This design comes from an exercise in tuning for small area on the open sky130 flow, not from production work. The RTL was checked by simulation tests, not by an equivalence proof against the original design. No driver is modelled on the clock port, so clocking that relies on it looks cheaper here than on a real chip. No activity file was given, so power comes from the tool's default toggle rates.

Setup of north:
==> flow/design.v <==
module led_driver(
	input CLK,
	input RST,
	output LED_R,
	output LED_G,
	output LED_B,
	output VAL_CLK,
	output PWM_CLK
);
	reg [4:0] ps;
	reg [2:0] lo;
	reg [2:0] hq;
	reg [4:0] hy;
	reg [3:0] g;
	reg [2:0] k;
	reg [4:0] x;
	wire tick = ~ps[3] & ~ps[1] & ~ps[0];
	wire last = hq[2] & hq[0] & lo[2] & lo[1];
	wire fend = tick & last;
	wire hinc = tick & (&lo);
	wire step = fend & g[3] & ~g[2] & g[0];    
	assign PWM_CLK = last;
	assign VAL_CLK = g[3] & ~g[0];               
	always @(posedge CLK) begin
		if (RST) begin
			ps <= 5'd2;
			lo <= 3'd7;
			hq <= 3'd0;
			hy <= 5'd31;
			g <= 4'd15;
			k <= 3'd0;
			x <= 5'd0;
		end else begin
			ps <= tick ? 5'd2 : {ps[3:0], ps[4] ^ ps[1]};
			if (tick)
				lo <= lo + 3'd1;
			if (fend) begin
				hq <= 3'd0;
				hy <= 5'd31;
			end else if (hinc) begin
				if (&hy) begin
					hy <= 5'd1;
					hq <= hq + 3'd1;
				end else
					hy <= hy + 5'd1;
			end
			if (fend)
				g <= (g[3] & g[0] & ~g[2]) ? 4'd0 : g + 4'd1;
			if (step) begin
				if (x[4] & x[3] & x[2] & x[1]) begin
					x <= 5'd0;
					k <= k + 3'd1;
				end else
					x <= x + 5'd1;
			end
		end
	end
	wire ya = hy <= x;         
	wire yb = hy <= ~x;        
	function led;
		input [2:0] m;
		input [2:0] hq;
		input ya, yb;
		reg [2:0] qs;
		begin
			qs = {1'b0, m[1:0] ^ {2{m[2]}}};
			led = (hq <= qs) | ((hq == qs + 3'd1) & (m[2] ? yb : ya));
		end
	endfunction
	assign LED_R = led(k + 3'd1, hq, ya, yb);
	assign LED_G = led(k + 3'd2, hq, ya, yb);
	assign LED_B = led(k + 3'd3, hq, ya, yb);
endmodule
Settings: LEC_CHECK=0, CAP_MARGIN=20, CORE_MARGIN=2, CORE_UTILIZATION=40, SLEW_MARGIN=20; clock period 10.0 ns.
standard.sh (not shown) runs the stock make flow with config.mk's settings and CLKGATE_MAP_FILE= SYNTH_SCRIPT=/design/flow/synth_recipe.tcl, a recipe that flattens the netlist after the stock synthesis.
==> flow/flow/run.sh <==
#!/bin/bash
# Layout flow: the standard flow (standard.sh) with
#  - ports buffered with the smallest buffer
#  - clock tree: one buffer (flow/clkbuf.tcl, run before CTS) drives every register's clock
#    pin; the clock port drives only that buffer, so CTS has nothing left to build
# make's output goes to standard.log, each tool's to its log under orfs/logs.
set -euo pipefail
W=$(pwd)
for s in 1 2 3 4 5 6; do
  printf 'strash\n&get -n\n&deepsyn -T 30 -S %s\n&put\n%s\ntopo\n' $s \
    "$([ $((s % 2)) = 0 ] && echo 'dch -f
amap' || echo amap)" > "$W/area$s.abc"
done
cat > "$W/area_synth.tcl" <<EOT
# synth_recipe.tcl, with each ABC run replaced by the best of several area-only runs
proc abc {args} {
  set lib {}
  set i [lsearch -exact \$args -liberty]
  if { \$i >= 0 } { set lib [lindex \$args [expr {\$i + 1}]] }
  set i [lsearch -exact \$args -script]
  yosys design -save my_pre_abc
  set best {}
  foreach s {1 2 3 4 5 6} {
    yosys design -load my_pre_abc
    yosys abc {*}[lreplace \$args \$i [expr {\$i + 1}] -script $W/area\$s.abc]
    yosys tee -q -o $W/abc_area\$s.txt stat -liberty \$lib
    set f [open $W/abc_area\$s.txt]; set t [read \$f]; close \$f
    regexp {Chip area for module[^:]*: *([0-9.]+)} \$t -> a
    puts "ABC run \$s: area \$a"
    if { \$best eq {} || \$a < \$best } { set best \$a; yosys design -save my_best_abc }
  }
  yosys design -load my_best_abc
  puts "ABC best area \$best"
}
source $W/synth_recipe.tcl
EOT
bash standard.sh SYNTH_SCRIPT="$W/area_synth.tcl" ADDER_MAP_FILE= \
  "BUFFER_PORTS_ARGS=-buffer_cell sky130_fd_sc_hd__buf_1" \
  "PRE_CTS_TCL=$W/flow/clkbuf.tcl" "CTS_ARGS=-clk_nets CLK" \
  finish > "$W/standard.log" 2>&1
==> flow/flow/clkbuf.tcl <==
# Drive all clock sinks from one buffer placed at their centroid; the clock port drives only it.
set cell sky130_fd_sc_hd__buf_12
set block [ord::get_db_block]
set db [ord::get_db]
set master [$db findMaster $cell]
set clk [$block findNet CLK]
set sinks [$clk getITerms]
set net [odb::dbNet_create $block clknet_0_CLK]
$net setSigType CLOCK
$clk setSigType CLOCK
set inst [odb::dbInst_create $block $master clkbuf_0_CLK]
set sx 0; set sy 0; set n 0
foreach it $sinks {
  set i [$it getInst]
  set bb [$i getBBox]
  set sx [expr {$sx + ([$bb xMin] + [$bb xMax]) / 2}]
  set sy [expr {$sy + ([$bb yMin] + [$bb yMax]) / 2}]
  incr n
  $it disconnect
  $it connect $net
}
[$inst findITerm A] connect $clk
[$inst findITerm X] connect $net
$inst setLocation [expr {$sx / $n}] [expr {$sy / $n}]
$inst setPlacementStatus PLACED
global_connect
puts "clock buffer $cell drives $n sinks"
north completed; timing, DRC and antenna clean
Modified inputs, south compared to north
diff --git a/flow/flow/run.sh b/flow/flow/run.sh
--- a/flow/flow/run.sh
+++ b/flow/flow/run.sh
@@ -4,2 +4 @@
-#  - clock tree: one buffer (flow/clkbuf.tcl, run before CTS) drives every register's clock
-#    pin; the clock port drives only that buffer, so CTS has nothing left to build
+#  - clock tree of clkbuf_8 buffers, no dummy loads
@@ -39 +38 @@
-  "PRE_CTS_TCL=$W/flow/clkbuf.tcl" "CTS_ARGS=-clk_nets CLK" \
+  "CTS_ARGS=-sink_clustering_enable -repair_clock_nets -buf_list sky130_fd_sc_hd__clkbuf_8 -dont_use_dummy_load" \
removed: flow/flow/clkbuf.tcl
--- outcome ---
- south against north: count of non-filler cells in the finished layout climbed 2, worst-skew pair later-pin latency climbed 0.13 ns.
- From north to south the numbers moved as follows: worst setup slack now sits lower; detailed-route wire length went up by about 2%; maximum number of pins on one net before global-route repair fell 12; hold slack shows no meaningful change.

* * *

## run A
led_driver, a different RTL version from the one above (not shown whole).
For scale: about 160 cells after synthesis, about 28 flip-flops, roughly 7 I/O pins.
Design led_driver, start of the top module:
module led_driver(
	input CLK,
	input RST,
	output LED_R,
	output LED_G,
	output LED_B,
	output VAL_CLK,
	output PWM_CLK
);
	reg [4:0] ps;
	reg [2:0] lo;
	reg [2:0] hq;
	reg [4:0] hy;
	reg [3:0] g;
	reg [2:0] k;
	reg [4:0] x;
	wire tick = ~ps[3] & ~ps[1] & ~ps[0];
	wire last = hq[2] & hq[0] & lo[2] & lo[1];
	wire fend = tick & last;
	wire hinc = tick & (&lo);
	wire step = fend & g[3] & ~g[2] & g[0];    
	assign PWM_CLK = last;
	assign VAL_CLK = g[3] & ~g[0];               
	always @(posedge CLK) begin
		if (RST) begin
			ps <= 5'd2;
			lo <= 3'd7;
			hq <= 3'd0;
			hy <= 5'd31;
			g <= 4'd15;
			k <= 3'd2;
			x <= 5'd0;
		end else begin
			ps <= tick ? 5'd2 : {ps[3:0], ps[4] ^ ps[1]};
			if (tick)
				lo <= lo + 3'd1;
			if (fend) begin
				hq <= 3'd0;
				hy <= 5'd31;
			end else if (hinc) begin
				if (&hy) begin
					hy <= 5'd1;
					hq <= hq + 3'd1;
				end else
					hy <= hy + 5'd1;
			end
			if (fend)
				g <= (g[3] & g[0] & ~g[2]) ? 4'd0 : g + 4'd1;
			if (step) begin
				if (x[4] & x[3] & x[2] & x[1]) begin
					x <= 5'd0;
					k <= k + 3'd1;
				end else
					x <= x + 5'd1;
			end
		end
	end
	wire ya = hy <= x;         
	wire yb = hy <= ~x;        
	function led;
		input [2:0] m;
		input [2:0] hq;
		input ya, yb;
		reg [2:0] qs;
		begin
			qs = {1'b0, m[1:0] ^ {2{m[2]}}};
			led = hq <= qs + (m[2] ? yb : ya);
		end
	endfunction
	assign LED_R = led(k - 3'd1, hq, ya, yb);
	assign LED_G = led(k, hq, ya, yb);
	assign LED_B = led(k + 3'd1, hq, ya, yb);
endmodule
==> flow/config.mk <==
export PLATFORM = sky130hd
export DESIGN_NAME = led_driver
export DESIGN_NICKNAME = led_driver
export VERILOG_FILES = /design/flow/design.v
export SDC_FILE = /design/flow/constraint.sdc
export NUM_CORES = 4
export LEC_CHECK = 0
export CAP_MARGIN = 20
export CORE_MARGIN = 2
export CORE_UTILIZATION = 65
export PLACE_DENSITY = 0.85
export SLEW_MARGIN = 20
==> flow/constraint.sdc <==
create_clock -name core_clock -period 10.0 [get_ports {CLK}]
set_input_delay 2.0000 -clock core_clock [delete_from_list [all_inputs] [get_ports {CLK}]]
set_output_delay 2.0000 -clock core_clock [all_outputs]
set_load 0.01 [all_outputs]
==> flow/flow/run.sh <==
#!/bin/bash
# Layout flow: the standard flow (standard.sh) with
#  - ports buffered with the smallest buffer
#  - clock tree: one buffer (flow/clkbuf.tcl, run before CTS) drives every register's clock
#    pin; the clock port drives only that buffer, so CTS has nothing left to build
# make's output goes to standard.log, each tool's to its log under orfs/logs.
set -euo pipefail
W=$(pwd)
# ABC scripts: &deepsyn (seeds 1-3) followed by one of three area mappers
n=0
for seed in 1 2 3; do
  for map in 'amap' 'dch
amap' 'dch -f
amap'; do
    n=$((n + 1))
    printf 'strash\n&get -n\n&deepsyn -T 20 -S %s\n&put\n%s\ntopo\n' $seed "$map" > "$W/area$n.abc"
  done
done
cat > "$W/area_synth.tcl" <<EOT
# synth_recipe.tcl, with each ABC run replaced by the best of several area-only runs
proc abc {args} {
  set lib {}
  set i [lsearch -exact \$args -liberty]
  if { \$i >= 0 } { set lib [lindex \$args [expr {\$i + 1}]] }
  set i [lsearch -exact \$args -script]
  yosys design -save my_pre_abc
  set best {}
  foreach s {1 2 3 4 5 6 7 8 9} {
    yosys design -load my_pre_abc
    yosys abc {*}[lreplace \$args \$i [expr {\$i + 1}] -script $W/area\$s.abc]
    yosys tee -q -o $W/abc_area\$s.txt stat -liberty \$lib
    set f [open $W/abc_area\$s.txt]; set t [read \$f]; close \$f
    regexp {Chip area for module[^:]*: *([0-9.]+)} \$t -> a
    puts "ABC run \$s: area \$a"
    if { \$best eq {} || \$a < \$best } { set best \$a; yosys design -save my_best_abc }
  }
  yosys design -load my_best_abc
  puts "ABC best area \$best"
}
source $W/synth_recipe.tcl
EOT
cat > "$W/clkslew.tcl" <<EOT
source \$::env(SCRIPTS_DIR)/load.tcl
load_design 6_final.odb 6_final.sdc
read_spef \$::env(RESULTS_DIR)/6_final.spef
set_propagated_clock [all_clocks]
set mx 0
foreach p [get_pins -hier */CLK] { set s [get_property \$p slew_max]; if { \$s > \$mx } { set mx \$s } }
set f [open $W/clkslew.txt w]; puts \$f \$mx; close \$f
EOT
targets=finish
for cell in buf_6 buf_8 buf_12 clkbuf_16; do
  export FLOW_CLKBUF=sky130_fd_sc_hd__$cell
  bash standard.sh SYNTH_SCRIPT="$W/area_synth.tcl" ADDER_MAP_FILE= \
    "BUFFER_PORTS_ARGS=-buffer_cell sky130_fd_sc_hd__buf_1" \
    "PRE_CTS_TCL=$W/flow/clkbuf.tcl" "CTS_ARGS=-clk_nets CLK" \
    $targets >> "$W/standard.log" 2>&1
  bash standard.sh RUN_SCRIPT="$W/clkslew.tcl" run > "$W/clkslew_$cell.log" 2>&1
  slew=$(cat "$W/clkslew.txt")
  echo "clock buffer $cell: largest clock pin slew $slew ns" >> "$W/standard.log"
  if awk -v s="$slew" 'BEGIN { exit !(s < 0.118) }'; then break; fi
  cp -r "$W/orfs/logs" "$W/logs_$cell"   # keep this try's logs; the next try cleans them
  targets="clean_cts clean_route clean_finish finish"
done
==> flow/flow/clkbuf.tcl <==
# Drive all clock sinks from one buffer placed at their centroid; the clock port drives only it.
set cell $::env(FLOW_CLKBUF)
set block [ord::get_db_block]
set db [ord::get_db]
set master [$db findMaster $cell]
set clk [$block findNet CLK]
set sinks [$clk getITerms]
set net [odb::dbNet_create $block clknet_0_CLK]
$net setSigType CLOCK
$clk setSigType CLOCK
set inst [odb::dbInst_create $block $master clkbuf_0_CLK]
set sx 0; set sy 0; set n 0
foreach it $sinks {
  set i [$it getInst]
  set bb [$i getBBox]
  set sx [expr {$sx + ([$bb xMin] + [$bb xMax]) / 2}]
  set sy [expr {$sy + ([$bb yMin] + [$bb yMax]) / 2}]
  incr n
  $it disconnect
  $it connect $net
}
[$inst findITerm A] connect $clk
[$inst findITerm X] connect $net
$inst setLocation [expr {$sx / $n}] [expr {$sy / $n}]
$inst setPlacementStatus PLACED
global_connect
puts "clock buffer $cell drives $n sinks"
Every stage of the flow completed for run A, and the final layout passed the timing, design-rule and antenna checks.
### run A -> run B
# run A
export LEC_CHECK = 0
export CAP_MARGIN = 20
export CORE_MARGIN = 2
export CORE_UTILIZATION = 65
export PLACE_DENSITY = 0.85
export SLEW_MARGIN = 20
create_clock -name core_clock -period 10.0 [get_ports {CLK}]
# run B
export LEC_CHECK = 0
export CAP_MARGIN = 20
export CORE_MARGIN = 2
export CORE_UTILIZATION = 40
export SLEW_MARGIN = 20
create_clock -name core_clock -period 10.0 [get_ports {CLK}]
--- a/flow/flow/run.sh
+++ b/flow/flow/run.sh
@@ -41,24 +41,5 @@
 EOT
-cat > "$W/clkslew.tcl" <<EOT
-source \$::env(SCRIPTS_DIR)/load.tcl
-load_design 6_final.odb 6_final.sdc
-read_spef \$::env(RESULTS_DIR)/6_final.spef
-set_propagated_clock [all_clocks]
-set mx 0
-foreach p [get_pins -hier */CLK] { set s [get_property \$p slew_max]; if { \$s > \$mx } { set mx \$s } }
-set f [open $W/clkslew.txt w]; puts \$f \$mx; close \$f
-EOT
-targets=finish
-for cell in buf_6 buf_8 buf_12 clkbuf_16; do
-  export FLOW_CLKBUF=sky130_fd_sc_hd__$cell
-  bash standard.sh SYNTH_SCRIPT="$W/area_synth.tcl" ADDER_MAP_FILE= \
-    "BUFFER_PORTS_ARGS=-buffer_cell sky130_fd_sc_hd__buf_1" \
-    "PRE_CTS_TCL=$W/flow/clkbuf.tcl" "CTS_ARGS=-clk_nets CLK" \
-    $targets >> "$W/standard.log" 2>&1
-  bash standard.sh RUN_SCRIPT="$W/clkslew.tcl" run > "$W/clkslew_$cell.log" 2>&1
-  slew=$(cat "$W/clkslew.txt")
-  echo "clock buffer $cell: largest clock pin slew $slew ns" >> "$W/standard.log"
-  if awk -v s="$slew" 'BEGIN { exit !(s < 0.118) }'; then break; fi
-  cp -r "$W/orfs/logs" "$W/logs_$cell"   # keep this try's logs; the next try cleans them
-  targets="clean_cts clean_route clean_finish finish"
-done
+bash standard.sh SYNTH_SCRIPT="$W/area_synth.tcl" ADDER_MAP_FILE= \
+  "BUFFER_PORTS_ARGS=-buffer_cell sky130_fd_sc_hd__buf_1" \
+  "PRE_CTS_TCL=$W/flow/clkbuf.tcl" "CTS_ARGS=-clk_nets CLK" \
+  finish > "$W/standard.log" 2>&1
--- a/flow/flow/clkbuf.tcl
+++ b/flow/flow/clkbuf.tcl
@@ -1,3 +1,3 @@
 # Drive all clock sinks from one buffer placed at their centroid; the clock port drives only it.
-set cell $::env(FLOW_CLKBUF)
+set cell sky130_fd_sc_hd__buf_12
 set block [ord::get_db_block]
## What came out
- After detailed routing, run A needs less wire than run B.
- Compared with run A, run B shows a higher cell area after layout.
- The worst hold path cell count on run B is in line with that on run A.
- Of run B and run A, the run reporting the higher routed wire length per instance was run A.
- Number of flip-flops and latches came out exactly the same in run B and run A.
- On run B: part of the total power dissipated in the clock network is 0.4 points higher than what run A gave.
- Post-route worst setup slack ends up higher on run B.

* * *

Setup of wip/nickel:
led_driver, a different RTL version from the one above (not shown whole).
Size: about 150 cells after synthesis, roughly 7 I/O pins, roughly 0.0012 mm² of cells after synthesis.
// led_driver
module led_driver(
	input CLK,
	input RST,
	output LED_R,
	output LED_G,
	output LED_B,
	output VAL_CLK,
	output PWM_CLK
);
==> flow/config.mk <==
export PLATFORM = sky130hd
export DESIGN_NAME = led_driver
export DESIGN_NICKNAME = led_driver
export VERILOG_FILES = /design/flow/design.v
export SDC_FILE = /design/flow/constraint.sdc
export NUM_CORES = 4
export LEC_CHECK = 0
export CAP_MARGIN = 20
export CORE_AREA = 2 2 62 62
export DIE_AREA = 0 0 64 64
export SLEW_MARGIN = 20
==> flow/constraint.sdc <==
create_clock -name core_clock -period 10.0 [get_ports {CLK}]
set_input_delay 2.0000 -clock core_clock [delete_from_list [all_inputs] [get_ports {CLK}]]
set_output_delay 2.0000 -clock core_clock [all_outputs]
set_load 0.01 [all_outputs]
==> flow/flow/run.sh <==
#!/bin/bash
# Layout flow: the standard flow (standard.sh), with these changes:
#  - ports buffered with the smallest buffer (buf_1)
set -euo pipefail
W=$(pwd)
SEEDS="$(seq 1 32) 159 280"
A="$W/abc"
mkdir -p "$A"
MAPS=('strash
dch
amap' 'strash
amap' 'strash
dch -f
amap' 'strash
dch
amap
topo
mfs3 -a' '&get -n
&dch -f
&nf -p -R 1000 -F 10 -A 10 -a
&put')
for seed in $SEEDS; do
  printf 'strash\n&get -n\n&deepsyn -I 1 -J 100 -S %s\n&put\nwrite_blif %s\n' $seed "$A/ds$seed.blif" > "$A/s${seed}_m1.abc"
  printf '%s\ntopo\n' "${MAPS[0]}" >> "$A/s${seed}_m1.abc"
  for m in 2 3 4 5; do
    printf 'read_blif %s\n%s\ntopo\n' "$A/ds$seed.blif" "${MAPS[$((m - 1))]}" > "$A/s${seed}_m$m.abc"
  done
done
cat > "$W/area_synth.tcl" <<EOT
# synth_recipe.tcl, with the ABC run replaced by the best of the candidates in $A
proc abc {args} {
  set dir $A
  set lib {}
  set i [lsearch -exact \$args -liberty]
  if { \$i >= 0 } { set lib [lindex \$args [expr {\$i + 1}]] }
  set i [lsearch -exact \$args -script]
  yosys write_rtlil \$dir/pre_abc.il
  set f [open \$dir/jobs.txt w]
  foreach s {$SEEDS} {
    set y [open \$dir/s\$s.ys w]
    foreach m {1 2 3 4 5} {
      if { \$m > 1 } { puts \$y "design -reset" }
      puts \$y "read_rtlil \$dir/pre_abc.il"
      puts \$y "abc [join [lreplace \$args \$i [expr {\$i + 1}] -script \$dir/s\${s}_m\$m.abc] { }]"
      puts \$y "tee -q -o \$dir/s\${s}_m\$m.area stat -liberty \$lib"
    }
    close \$y
    puts \$f "\$::env(YOSYS_EXE) -q -l \$dir/s\$s.log -s \$dir/s\$s.ys"
  }
  close \$f
  exec bash -c "xargs -P $NUM_CORES -I CMD bash -c CMD < \$dir/jobs.txt > \$dir/jobs.log 2>&1 || true"
  set best {}
  foreach a [lsort -dictionary [glob -nocomplain \$dir/s*_m*.area]] {
    if { [catch { set h [open \$a]; set t [read \$h]; close \$h }] } { continue }
    if { ![regexp {Chip area for module[^:]*: *([0-9.]+)} \$t -> v] } { continue }
    puts "ABC candidate [file tail \$a]: area \$v"
    if { \$best eq {} || \$v < \$best } { set best \$v; set bests [file rootname \$a].abc }
  }
  if { \$best eq {} } {
    puts "ABC: no candidate finished, using the first script"
    set bests \$dir/s1_m1.abc
  }
  puts "ABC best candidate [file tail \$bests]: area \$best"
  # a mapper-only script reads its seed's &deepsyn result; make sure it is there
  regexp {s([0-9]+)_m} [file tail \$bests] -> bs
  if { ![file exists \$dir/ds\$bs.blif] } { set bests \$dir/s\${bs}_m1.abc }
  yosys abc {*}[lreplace \$args \$i [expr {\$i + 1}] -script \$bests]
}
source $W/synth_recipe.tcl
EOT
cat > "$W/clkslew.tcl" <<EOT
source \$::env(SCRIPTS_DIR)/load.tcl
load_design 6_final.odb 6_final.sdc
read_spef \$::env(RESULTS_DIR)/6_final.spef
set_propagated_clock [all_clocks]
set mx 0
foreach p [get_pins -hier */CLK] { set s [get_property \$p slew_max]; if { \$s > \$mx } { set mx \$s } }
set f [open $W/clkslew.txt w]; puts \$f \$mx; close \$f
EOT
targets=finish
for cell in buf_12 clkbuf_16 buf_16; do
  export FLOW_CLKBUF=sky130_fd_sc_hd__$cell
  bash standard.sh SYNTH_SCRIPT="$W/area_synth.tcl" ADDER_MAP_FILE= \
    "BUFFER_PORTS_ARGS=-buffer_cell sky130_fd_sc_hd__buf_1" \
    "PRE_CTS_TCL=$W/flow/clkbuf.tcl" "CTS_ARGS=-clk_nets CLK" \
    $targets >> "$W/standard.log" 2>&1
  bash standard.sh RUN_SCRIPT="$W/clkslew.tcl" run > "$W/clkslew_$cell.log" 2>&1
  slew=$(cat "$W/clkslew.txt")
  echo "clock buffer $cell: largest clock pin slew $slew ns" >> "$W/standard.log"
  if awk -v s="$slew" 'BEGIN { exit !(s < 0.118) }'; then break; fi
  cp -r "$W/orfs/logs" "$W/logs_$cell"   # keep this try's logs; the next try cleans them
  targets="clean_cts clean_route clean_finish finish"
done
Other scripts of this flow, unchanged in this note and not shown: flow/flow/clkbuf.tcl
Input-level comparison between wip/harbor and wip/nickel:
--- a/flow/flow/run.sh
+++ b/flow/flow/run.sh
@@ -5,3 +5,3 @@
 W=$(pwd)
-SEEDS="$(seq 1 32) 159 280"
+NSEED=64
 A="$W/abc"
@@ -21,3 +21,3 @@
 &put')
-for seed in $SEEDS; do
+for seed in $(seq 1 $NSEED); do
   printf 'strash\n&get -n\n&deepsyn -I 1 -J 100 -S %s\n&put\nwrite_blif %s\n' $seed "$A/ds$seed.blif" > "$A/s${seed}_m1.abc"
@@ -38,3 +38,3 @@
   set f [open \$dir/jobs.txt w]
-  foreach s {$SEEDS} {
+  for { set s 1 } { \$s <= $NSEED } { incr s } {
     set y [open \$dir/s\$s.ys w]
No run among wip/harbor and wip/nickel stopped early or left any final violation; all are clean.
Clock tree skew after final layout: wip/nickel vs wip/harbor — no meaningful difference
The biggest area consumer among cell classes comes out registers in one run and multi-input gates in the other, namely in wip/nickel and wip/harbor respectively.
Compared with wip/nickel, wip/harbor ends up with a larger final cell area.
wip/nickel → wip/harbor: final RePlAce weighted congestion -6.1%; number of multi-input logic gates now larger; aggregate routed wire length now sits higher; post-route clock period utilization climbed 2.4 points; switching power summed over all nets rose 0.00098 mW.
Minimum period implied by the final worst setup slack, wip/harbor and wip/nickel: larger value in wip/harbor
Edits applied to the flow inputs when going from wip/harbor to wip/ember:
# wip/harbor
export LEC_CHECK = 0
export CAP_MARGIN = 20
export CORE_AREA = 2 2 62 62
export DIE_AREA = 0 0 64 64
export SLEW_MARGIN = 20
create_clock -name core_clock -period 10.0 [get_ports {CLK}]
# wip/ember
export LEC_CHECK = 0
export CAP_MARGIN = 20
export CORE_MARGIN = 2
export CORE_UTILIZATION = 40
export SLEW_MARGIN = 20
create_clock -name core_clock -period 10.0 [get_ports {CLK}]
### Flow results
- wip/ember has power density over the cells above what wip/harbor had.
- Min clock power share across wip/ember and wip/harbor: wip/harbor
- On post-route clock skew, wip/ember and wip/harbor are neck and neck.
What wip/raven does differently from wip/ember at the input level:
# wip/ember
export LEC_CHECK = 0
export CAP_MARGIN = 20
export CORE_MARGIN = 2
export CORE_UTILIZATION = 40
export SLEW_MARGIN = 20
create_clock -name core_clock -period 10.0 [get_ports {CLK}]
# wip/raven
export LEC_CHECK = 0
export CAP_MARGIN = 20
export CORE_AREA = 2 2 62 62
export DIE_AREA = 0 0 64 64
export SLEW_MARGIN = 20
create_clock -name core_clock -period 10.0 [get_ports {CLK}]
--- a/flow/flow/run.sh
+++ b/flow/flow/run.sh
@@ -5,3 +5,3 @@
 W=$(pwd)
-NSEED=64
+SEEDS="$(seq 1 32) 159 280"
 A="$W/abc"
@@ -21,3 +21,3 @@
 &put')
-for seed in $(seq 1 $NSEED); do
+for seed in $SEEDS; do
   printf 'strash\n&get -n\n&deepsyn -I 1 -J 100 -S %s\n&put\nwrite_blif %s\n' $seed "$A/ds$seed.blif" > "$A/s${seed}_m1.abc"
@@ -38,3 +38,3 @@
   set f [open \$dir/jobs.txt w]
-  for { set s 1 } { \$s <= $NSEED } { incr s } {
+  foreach s {$SEEDS} {
     set y [open \$dir/s\$s.ys w]
[summary]
- In wip/raven, the sequential share of layout area came out 0.47 points below the value in wip/ember.
- When wip/raven is measured against wip/ember, its final non-filler cell area turns out about 1.1% higher.
- wip/raven gives more total routed wire length on the met1 layer than wip/ember did.
- Against wip/ember, wip/raven comes in 0.70% higher on mean routed wirelength per cell.
- Compared with wip/ember, in wip/raven count of distinct cell types in the synthesized netlist fell 1; final standard cell count with taps included and fillers excluded went up 15; total power shrank by 0.0017 mW.
- All of wip/raven and wip/ember finish clean.
- Number of vias per cell after detailed routing, wip/raven and wip/ember, lower one = wip/raven.
- The time the worst path needs with I/O delays and setup number comes out higher for wip/ember vs wip/raven.

## re-timing with driven ports
No port has a modelled driver above. Below, the same layouts with a new extraction and two added sets of constraints. Step 1 (the two cells are an assumption about what drives the block):
set clk [get_ports {CLK}]
set_driving_cell -lib_cell sky130_fd_sc_hd__clkbuf_16 $clk
set_driving_cell -lib_cell sky130_fd_sc_hd__buf_2 [delete_from_list [all_inputs] $clk]
Step 2 times the ports against the registers' clock, not the clock port: input delays grow and output delays shrink by t, the midpoint of the rising clock arrivals with the driver on. a / b / c = ideal / step 1 / step 2; a / b = the first two.
| run | t, ns | setup WS [ns] | worst setup path at the end | slew at the worst register clock pin (ns) | pins driven straight from the clock port |
|---|---|---|---|---|---|
| north | 0.167 | 5.291 / 5.259 / 5.425 | register to output | 0.10 / 0.10 | 1 |
| south | 0.293 | 5.186 / 5.162 / 5.456 | register to output | 0.09 / 0.09 | 1 |
| run A | 0.162 | 5.854 / 5.827 / 5.988 | register to output | 0.10 / 0.10 | 1 |
| run B | 0.169 | 5.868 / 5.836 / 6.005 | register to output | 0.11 / 0.11 | 1 |
| wip/nickel | 0.167 | 5.933 / 5.902 / 6.069 | register to output | 0.10 / 0.10 | 1 |
| wip/harbor | 0.171 | 5.691 / 5.655 / 5.827 | register to output | 0.11 / 0.10 | 1 |
| wip/ember | 0.167 | 5.778 / 5.748 / 5.915 | register to output | 0.11 / 0.11 | 1 |
| wip/raven | 0.167 | 5.933 / 5.902 / 6.069 | register to output | 0.10 / 0.10 | 1 |
After both steps setup and hold are still met in every run listed.
